From an optimization exercise on the open Yosys and OpenROAD flow, aimed at small area, a short achievable clock period and few clock cycles; shortcuts taken in it are not production practice.
The RTL was checked by simulation tests, not by an equivalence proof against the original design.
Power is estimated from default activity; no workload was simulated.

## job 9275
## tpp_top
module tpp_top (
    input         axi_aclk,
    input         axi_resetn,
    input  [63:0] tpp_reg0_in,
    input  [63:0] tpp_reg1_in,
    input  [63:0] tpp_reg2_in,
    output [63:0] tpp_reg0_out,
    output [63:0] tpp_reg1_out,
    output [63:0] tpp_reg2_out,
    output [63:0] tpp_reg3_out,
    output [63:0] tpp_reg4_out,
    output [63:0] tpp_reg5_out,
    output [63:0] tpp_reg6_out,
    output [63:0] tpp_reg7_out,
    output [255:0] m_axis_tdata,
    output [31:0]  m_axis_tstrb,
    output [127:0] m_axis_tuser,
    output         m_axis_tvalid,
    input          m_axis_tready,
    output         m_axis_tlast,
    input  [255:0] s_axis_tdata,
    input  [31:0]  s_axis_tstrb,
    input  [127:0] s_axis_tuser,
    input          s_axis_tvalid,
    output         s_axis_tready,
    input          s_axis_tlast
);
Size: about 5000 cells after synthesis, about 1500 I/O pins, ~71000 um2 of cells after synthesis.
==> flow/config.mk <==
export PLATFORM = sky130hd
export DESIGN_NAME = tpp_top
export DESIGN_NICKNAME = tpp_top
export VERILOG_FILES = /design/flow/design.v
export SDC_FILE = /design/flow/constraint.sdc
export NUM_CORES = 4
export LEC_CHECK = 0
export CAP_MARGIN = 5
export CORE_AREA = 4 4 536 536
export DIE_AREA = 0 0 540 540
export PLACE_DENSITY = 0.6
export SETUP_SLACK_MARGIN = 3.0
export SLEW_MARGIN = 5
export TNS_END_PERCENT = 5
==> flow/constraint.sdc <==
create_clock -name core_clock -period 6.0 [get_ports {axi_aclk}]
set_input_delay 1.2000 -clock core_clock [delete_from_list [all_inputs] [get_ports {axi_aclk}]]
set_output_delay 1.2000 -clock core_clock [all_outputs]
set_load 0.01 [all_outputs]
standard.sh (not shown) runs the stock make flow with config.mk's settings and CLKGATE_MAP_FILE= SYNTH_SCRIPT=/design/flow/synth_recipe.tcl, a recipe that flattens the netlist after the stock synthesis.
==> flow/flow/run.sh <==
#!/bin/bash
# Layout flow: the standard ORFS flow (standard.sh, unchanged synthesis,
# floorplan, power grid, placement, CTS and routing) with these changes:
#  - pin placement constraints (flow/pins.tcl,
#    sourced just before ORFS places the pins): each pass-through input pin
#    sits next to the output pin it feeds, and each group of pins is kept on
#    one edge of the die;
#  - the port buffers that ORFS inserts are buf_1 cells.
# The make output goes to layout.log; ORFS keeps each step's log under orfs/logs.
set -euo pipefail
here=$(pwd)
export PRE_IO_PLACEMENT_TCL=$here/flow/pins.tcl
export BUFFER_PORTS_ARGS="-buffer_cell sky130_fd_sc_hd__buf_1"
bash standard.sh > "$here/layout.log" 2>&1
==> flow/flow/pins.tcl <==
# Pin placement constraints, sourced by ORFS just before it places the pins.
#  - each pass-through input pin sits next to the output pin it feeds;
#  - the stream data and control pins share the bottom edge, so that the
#    LOAD/STORE logic can sit close to all of them;
#  - tuser/tstrb (plain wires) go on the left edge, register mirrors 0-1 on
#    the right, mirror 2 and registers 3-7 on the top.
proc tpp_pair {edge a b} {
  set_io_pin_constraint -group -order -region $edge:* -pin_names [list $a $b]
}
for {set k 0} {$k < 256} {incr k} {
  tpp_pair bottom "s_axis_tdata\[$k\]" "m_axis_tdata\[$k\]"
}
tpp_pair bottom s_axis_tlast m_axis_tlast
tpp_pair bottom s_axis_tvalid m_axis_tvalid
tpp_pair bottom m_axis_tready s_axis_tready
set_io_pin_constraint -region bottom:* -pin_names {axi_resetn}
for {set k 0} {$k < 32} {incr k} {
  tpp_pair left "s_axis_tstrb\[$k\]" "m_axis_tstrb\[$k\]"
}
for {set k 0} {$k < 128} {incr k} {
  tpp_pair left "s_axis_tuser\[$k\]" "m_axis_tuser\[$k\]"
}
foreach r {0 1} {
  for {set k 0} {$k < 64} {incr k} {
    tpp_pair right "tpp_reg${r}_in\[$k\]" "tpp_reg${r}_out\[$k\]"
  }
}
for {set k 0} {$k < 64} {incr k} {
  tpp_pair top "tpp_reg2_in\[$k\]" "tpp_reg2_out\[$k\]"
}
set tpp_top_pins {}
foreach r {3 4 5 6 7} {
  for {set k 0} {$k < 64} {incr k} { lappend tpp_top_pins "tpp_reg${r}_out\[$k\]" }
}
set_io_pin_constraint -region top:* -pin_names $tpp_top_pins
Looking at the reports, job 9275 completed the entire flow and the layout it produced met the timing, DRC and antenna checks.
Testbench counts of job 9275, summed over its fixed seeds: cycles 16,624.
Modified inputs, job 5882 compared to job 9275
- changing CAP_MARGIN from 5 to 20
- setting CTS_CLUSTER_SIZE to 26 for the first time
- setting CTS_CLUSTER_DIAMETER to 80 for the first time
- changing SLEW_MARGIN from 5 to 20
Results
Job 5882 closes out successfully: all stages finished, all timing, DRC and antenna checks passed.
Job 5882 ends up with lower routed wire length than job 9275 does.
Re post-synthesis to final-layout area growth: job 5882 is 4.2 points down on job 9275.
Net load switching power for job 5882: 540 uW down relative to job 9275
Job 5882 vs job 9275: clock buffer count in the final layout down
Changes in job 940 relative to job 5882:
- clearing CTS_CLUSTER_SIZE, which used to be 26
- swapping 5 for 0 in TNS_END_PERCENT
- swapping 3.0 for 2.85 in SETUP_SLACK_MARGIN
- clearing CTS_CLUSTER_DIAMETER, which used to be 80
==> comparison <==
- The final layout from job 940, which completed every stage, passed the timing, DRC and antenna checks at the end of the flow.
- Going from job 5882 to job 940, highest clock frequency the design can meet fell 3.4%, maximum fanout count along the critical path rose by 91.
- Compared with job 5882, job 940 shows share of total power in the clock network higher by 10 points.
- The count of plain and timing-repair buffers in job 940 sits 36 below the value recorded for job 5882.
- The area overhead of the layout relative to synthesis reported for job 940 is greater than that of job 5882 by 3.2 points.
- In job 940, the end-of-flow core utilization came out 0.79 points above the value in job 5882.
- On data required time of the worst path: job 940 sits above job 5882.
Modified inputs, job 9488 compared to job 940
- SETUP_SLACK_MARGIN: 2.85 -> 3.0
- TNS_END_PERCENT: 0 -> 5
- PLACE_DENSITY: 0.6 -> 0.75
--- a/flow/flow/run.sh
+++ b/flow/flow/run.sh
@@ -5,5 +5,5 @@
 #    sourced just before ORFS places the pins): each pass-through input pin
 #    sits next to the output pin it feeds, and each group of pins is kept on
-#    one edge of the die;
+#    one part of the edge of the die;
 #  - the port buffers that ORFS inserts are buf_1 cells.
 # The make output goes to layout.log; ORFS keeps each step's log under orfs/logs.
==> flow/flow/pins.tcl <==
# Pin placement constraints, sourced by ORFS just before it places the pins.
#  - each pass-through input pin sits next to the output pin it feeds;
#  - the stream data and control pins share the bottom edge (lane 0, which
#    LOADs replace, at its left end) and registers 3-7 the left edge, so that
#    the scratch memory, the registers and the LOAD/STORE logic can sit in
#    the bottom-left corner, close to all of them;
#  - tuser/tstrb (plain wires) and register mirror 2 go on the top edge,
#    register mirrors 0-1 on the right.
proc tpp_pair {edge a b} {
  set_io_pin_constraint -group -order -region $edge -pin_names [list $a $b]
}
for {set k 0} {$k < 64} {incr k} {
  tpp_pair bottom:0-200 "s_axis_tdata\[$k\]" "m_axis_tdata\[$k\]"
}
for {set k 64} {$k < 256} {incr k} {
  tpp_pair bottom:* "s_axis_tdata\[$k\]" "m_axis_tdata\[$k\]"
}
tpp_pair bottom:* s_axis_tlast m_axis_tlast
tpp_pair bottom:* s_axis_tvalid m_axis_tvalid
tpp_pair bottom:* m_axis_tready s_axis_tready
set_io_pin_constraint -region bottom:* -pin_names {axi_resetn}
set tpp_left_pins {}
foreach r {3 4 5 6 7} {
  for {set k 0} {$k < 64} {incr k} { lappend tpp_left_pins "tpp_reg${r}_out\[$k\]" }
}
set_io_pin_constraint -region left:* -pin_names $tpp_left_pins
for {set k 0} {$k < 32} {incr k} {
  tpp_pair top:* "s_axis_tstrb\[$k\]" "m_axis_tstrb\[$k\]"
}
for {set k 0} {$k < 128} {incr k} {
  tpp_pair top:* "s_axis_tuser\[$k\]" "m_axis_tuser\[$k\]"
}
for {set k 0} {$k < 64} {incr k} {
  tpp_pair top:* "tpp_reg2_in\[$k\]" "tpp_reg2_out\[$k\]"
}
foreach r {0 1} {
  for {set k 0} {$k < 64} {incr k} {
    tpp_pair right:* "tpp_reg${r}_in\[$k\]" "tpp_reg${r}_out\[$k\]"
  }
}
Results
Both conditions hold for job 9488: the flow ran to the end and the final layout passed the timing, DRC and antenna checks.
Re number of placed I/O pins: no difference whatsoever between job 9488 and job 940.
Summary of job 9488 over job 940: clock skew has increased; via count now sits higher; share of the final layout cell area in sequential cells dropped 0.42 points.
Taking job 940 as the reference, in job 9488 final design instance area without fill grew by 0.74%; part of the cycle the worst path needs now larger; achievable frequency decreased by 1.3% relative to the old numbers; met1 track demand over resource up 9.1 points; first-pass GRT wire length grew by about 13%.
Summary — worst path arrival time, job 9488 relative to job 940: higher, by 30 ps.

========
Another version of the RTL of tpp_top (not shown whole).
Size in the first run: about 1700 flip-flops, ~66000 µm² of cells after synthesis.
Settings: LEC_CHECK=0, CAP_MARGIN=20, CORE_MARGIN=2, CORE_UTILIZATION=40, PLACE_DENSITY=0.6, SLEW_MARGIN=20; clock period 6.0 ns.
run.sh (not shown) runs the stock make flow with config.mk's settings and CLKGATE_MAP_FILE= SYNTH_SCRIPT=/design/flow/synth_recipe.tcl, a recipe that flattens the netlist after the stock synthesis.
Stock flow here: none of the scripts above is used.
The first run ended with an error in 3_2_place_iop.
Testbench counts at the start, summed over its fixed seeds: cycles 16,624.
Edit:
--- a/flow/config.mk
+++ b/flow/config.mk
@@ -8,4 +8,4 @@
 export CAP_MARGIN = 20
-export CORE_MARGIN = 2
-export CORE_UTILIZATION = 40
+export CORE_AREA = 4 4 536 536
+export DIE_AREA = 0 0 540 540
 export PLACE_DENSITY = 0.6
The new run completed with no timing, DRC or antenna violations.
Synthesized area is unchanged.
Synthesized cell count stays the same.

========
tpp_top with an RTL version that a note above also has.
Size in the first run: ~1,700 flip-flops, ~71,000 um^2 of cells after synthesis.
Settings: LEC_CHECK=0, CAP_MARGIN=20, CORE_AREA=4 4 536 536, CTS_BUF_LIST=sky130_fd_sc_hd__clkbuf_8, DIE_AREA=0 0 540 540, PLACE_DENSITY=0.6, SETUP_SLACK_MARGIN=3.3, SLEW_MARGIN=20, TNS_END_PERCENT=20; clock period 6.0 ns.
standard.sh (not shown) runs the stock make flow with config.mk's settings and CLKGATE_MAP_FILE= SYNTH_SCRIPT=/design/flow/synth_recipe.tcl, a recipe that flattens the netlist after the stock synthesis.
==> flow/flow/run.sh <==
#!/bin/bash
# Layout flow: the standard ORFS flow (standard.sh, unchanged synthesis,
# floorplan, power grid, placement, CTS and routing) with these changes:
#  - pin placement constraints (flow/pins.tcl,
#    sourced just before ORFS places the pins): each pass-through input pin
#    sits next to the output pin it feeds, and each group of pins is kept on
#    one edge of the die;
#  - the port buffers that ORFS inserts are buf_1 cells.
# The make output goes to layout.log; ORFS keeps each step's log under orfs/logs.
set -euo pipefail
here=$(pwd)
export PRE_IO_PLACEMENT_TCL=$here/flow/pins.tcl
export BUFFER_PORTS_ARGS="-buffer_cell sky130_fd_sc_hd__buf_1"
bash standard.sh > "$here/layout.log" 2>&1
==> flow/flow/pins.tcl <==
# Pin placement constraints, sourced by ORFS just before it places the pins.
#  - each pass-through input pin sits next to the output pin it feeds;
#  - the stream data and control pins share the bottom edge, so that the
#    LOAD/STORE logic can sit close to all of them;
#  - tuser/tstrb (plain wires) go on the left edge, register mirrors 0-1 on
#    the right, mirror 2 and registers 3-7 on the top.
proc tpp_pair {edge a b} {
  set_io_pin_constraint -group -order -region $edge:* -pin_names [list $a $b]
}
for {set k 0} {$k < 256} {incr k} {
  tpp_pair bottom "s_axis_tdata\[$k\]" "m_axis_tdata\[$k\]"
}
tpp_pair bottom s_axis_tlast m_axis_tlast
tpp_pair bottom s_axis_tvalid m_axis_tvalid
tpp_pair bottom m_axis_tready s_axis_tready
set_io_pin_constraint -region bottom:* -pin_names {axi_resetn}
for {set k 0} {$k < 32} {incr k} {
  tpp_pair left "s_axis_tstrb\[$k\]" "m_axis_tstrb\[$k\]"
}
for {set k 0} {$k < 128} {incr k} {
  tpp_pair left "s_axis_tuser\[$k\]" "m_axis_tuser\[$k\]"
}
foreach r {0 1} {
  for {set k 0} {$k < 64} {incr k} {
    tpp_pair right "tpp_reg${r}_in\[$k\]" "tpp_reg${r}_out\[$k\]"
  }
}
for {set k 0} {$k < 64} {incr k} {
  tpp_pair top "tpp_reg2_in\[$k\]" "tpp_reg2_out\[$k\]"
}
set tpp_top_pins {}
foreach r {3 4 5 6 7} {
  for {set k 0} {$k < 64} {incr k} { lappend tpp_top_pins "tpp_reg${r}_out\[$k\]" }
}
set_io_pin_constraint -region top:* -pin_names $tpp_top_pins
Testbench counts at the start, summed over its fixed seeds: cycles 16,624.
Next try:
Settings changed: CAP_MARGIN 20 to 5, CTS_BUF_LIST sky130_fd_sc_hd__clkbuf_8 to unset, CTS_CLUSTER_DIAMETER set to 80, CTS_CLUSTER_SIZE set to 26, SETUP_SLACK_MARGIN 3.3 to 3.0, SLEW_MARGIN 20 to 5, TNS_END_PERCENT 20 to 5.
Outcome: The new run passed the timing, DRC and antenna checks. Setup slack improved by 0.27 ns. Sequential share of layout area rises by 5.7 points. Worst hold slack improved by 0.073 ns. Clock skew falls by 0.020 ns. Total power falls by 13%. Area after synthesis does not change. Core utilization falls by 3.3 points. Register-to-register slack got worse by 0.12 ns. Routed wire length falls by 6.6%. Cell area falls by 10%.
Next try:
Settings changed: CAP_MARGIN 5 to 20, CTS_CLUSTER_DIAMETER 80 to unset, CTS_CLUSTER_SIZE 26 to unset, SETUP_SLACK_MARGIN 3.0 to 3.3, SLEW_MARGIN 5 to 20, TNS_END_PERCENT 5 to 20.
The changed run ran to the end with no violations.
Die area is unchanged.
Final area increases by 9.2%.
Clock skew goes up by 0.016 ns.
Sequential power stays flat.
Worst hold slack degrades by 0.018 ns.
Combinational power went up by about 24%.
Via count is higher by 4.5%.
Wire length goes up by 5.1%.
First-iteration DRC count went up by about 10%.
Setup slack is worse by 0.083 ns.

========
Starting RTL as in the previous note.
export LEC_CHECK = 0
export CAP_MARGIN = 20
export CORE_AREA = 4 4 536 536
export CTS_CLUSTER_DIAMETER = 80
export CTS_CLUSTER_SIZE = 26
export DIE_AREA = 0 0 540 540
export PLACE_DENSITY = 0.5
export SETUP_SLACK_MARGIN = 3.0
export SLEW_MARGIN = 20
export TNS_END_PERCENT = 5
create_clock -name core_clock -period 6.0 [get_ports {axi_aclk}]
Scripts as last shown in full above: flow/flow/run.sh, flow/flow/pins.tcl
The starting point completed with no timing, DRC or antenna violations.
Testbench counts at the start, summed over its fixed seeds: cycles 16,624.
Rerun with:
--- a/flow/flow/run.sh
+++ b/flow/flow/run.sh
@@ -6,3 +6,3 @@
 #    sits next to the output pin it feeds, and each group of pins is kept on
-#    one edge of the die;
+#    one part of the edge of the die;
 #  - the port buffers that ORFS inserts are buf_1 cells.
==> flow/flow/pins.tcl (replaced) <==
# Pin placement constraints, sourced by ORFS just before it places the pins.
#  - each pass-through input pin sits next to the output pin it feeds;
#  - the stream data and control pins share the bottom edge (lane 0, which
#    LOADs replace, at its left end) and registers 3-7 the left edge, so that
#    the scratch memory, the registers and the LOAD/STORE logic can sit in
#    the bottom-left corner, close to all of them;
#  - tuser/tstrb (plain wires) and register mirror 2 go on the top edge,
#    register mirrors 0-1 on the right.
proc tpp_pair {edge a b} {
  set_io_pin_constraint -group -order -region $edge -pin_names [list $a $b]
}
for {set k 0} {$k < 64} {incr k} {
  tpp_pair bottom:0-200 "s_axis_tdata\[$k\]" "m_axis_tdata\[$k\]"
}
for {set k 64} {$k < 256} {incr k} {
  tpp_pair bottom:* "s_axis_tdata\[$k\]" "m_axis_tdata\[$k\]"
}
tpp_pair bottom:* s_axis_tlast m_axis_tlast
tpp_pair bottom:* s_axis_tvalid m_axis_tvalid
tpp_pair bottom:* m_axis_tready s_axis_tready
set_io_pin_constraint -region bottom:* -pin_names {axi_resetn}
set tpp_left_pins {}
foreach r {3 4 5 6 7} {
  for {set k 0} {$k < 64} {incr k} { lappend tpp_left_pins "tpp_reg${r}_out\[$k\]" }
}
set_io_pin_constraint -region left:* -pin_names $tpp_left_pins
for {set k 0} {$k < 32} {incr k} {
  tpp_pair top:* "s_axis_tstrb\[$k\]" "m_axis_tstrb\[$k\]"
}
for {set k 0} {$k < 128} {incr k} {
  tpp_pair top:* "s_axis_tuser\[$k\]" "m_axis_tuser\[$k\]"
}
for {set k 0} {$k < 64} {incr k} {
  tpp_pair top:* "tpp_reg2_in\[$k\]" "tpp_reg2_out\[$k\]"
}
foreach r {0 1} {
  for {set k 0} {$k < 64} {incr k} {
    tpp_pair right:* "tpp_reg${r}_in\[$k\]" "tpp_reg${r}_out\[$k\]"
  }
}
--- a/flow/config.mk
+++ b/flow/config.mk
@@ -9,6 +9,4 @@
 export CORE_AREA = 4 4 536 536
-export CTS_CLUSTER_DIAMETER = 80
-export CTS_CLUSTER_SIZE = 26
 export DIE_AREA = 0 0 540 540
-export PLACE_DENSITY = 0.5
+export PLACE_DENSITY = 0.6
 export SETUP_SLACK_MARGIN = 3.0
What happened: The new run completed with no timing, DRC or antenna violations. Cell count climbs by 1.6%. Via count grows by 8.6%. Final area went up by 4.5%. Clock skew goes up by 0.023 ns. Setup slack is worse by 0.27 ns. Core utilization is higher by 1.3 points. Clock-buffer cell count is higher by 124. Synthesized cell count does not change. Routed wire length went up by 16%. Sequential share of layout area went down by 2.6 points. Area after synthesis is unchanged.

## afterwards: timing with drivers on the ports
In the flow no input, the clock included, has a driving cell. The finished layouts below were timed again as built, in two steps.
Step 1 sets driving cells, clkbuf_16 on the clock port and buf_2 on the other inputs (assumed; they add their load-dependent delay and slew).
Step 2 adds t to the input delays and takes it off the output delays; t is the mean of the earliest and latest rising clock arrival at the registers after step 1. Input paths then give back, and output paths get back, about the clock's delay inside the block.
Three values: ideal, step 1, step 2; two values: the first two.
| run | t, ns | setup WS [ns] | hold slack, ns | slew at the worst register clock pin (ns) | pins driven straight from the clock port |
|---|---|---|---|---|---|
| job 9275 | 0.934 | 2.705 / 2.595 / 1.929 | 0.483 / 0.448 / 0.483 | 0.07 / 0.07 | 1 |
| job 5882 | 0.895 | 2.678 / 2.568 / 1.942 | 0.484 / 0.484 / 0.484 | 0.11 / 0.11 | 1 |
| job 940 | 0.933 | 2.561 / 2.561 / 1.858 | 0.486 / 0.432 / 0.486 | 0.07 / 0.07 | 1 |
| job 9488 | 0.955 | 2.516 / 2.496 / 1.668 | 0.447 / 0.433 / 0.447 | 0.07 / 0.07 | 1 |
| the second run of note 2 | 0.916 | 0.727 / 0.654 / 1.072 | 0.478 / 0.478 / 0.478 | 0.08 / 0.08 | 1 |
| the first run of note 3 | 1.040 | 2.460 / 2.378 / 1.964 | 0.412 / 0.334 / 0.477 | 0.07 / 0.07 | 1 |
| the second run of note 3 | 0.905 | 2.729 / 2.621 / 1.975 | 0.485 / 0.464 / 0.485 | 0.11 / 0.11 | 1 |
| the third run of note 3 | 0.933 | 2.646 / 2.571 / 2.080 | 0.467 / 0.432 / 0.467 | 0.07 / 0.07 | 1 |
| the first run of note 4 | 0.875 | 2.717 / 2.605 / 2.024 | 0.475 / 0.475 / 0.475 | 0.11 / 0.11 | 1 |
| the second run of note 4 | 0.990 | 2.446 / 2.317 / 1.396 | 0.469 / 0.396 / 0.469 | 0.07 / 0.07 | 1 |
After both steps every run listed still meets setup and hold. For the second run of note 4, which loses most, drivers alone change the setup slack by -0.129 ns; drivers and shift together by -1.050 ns.
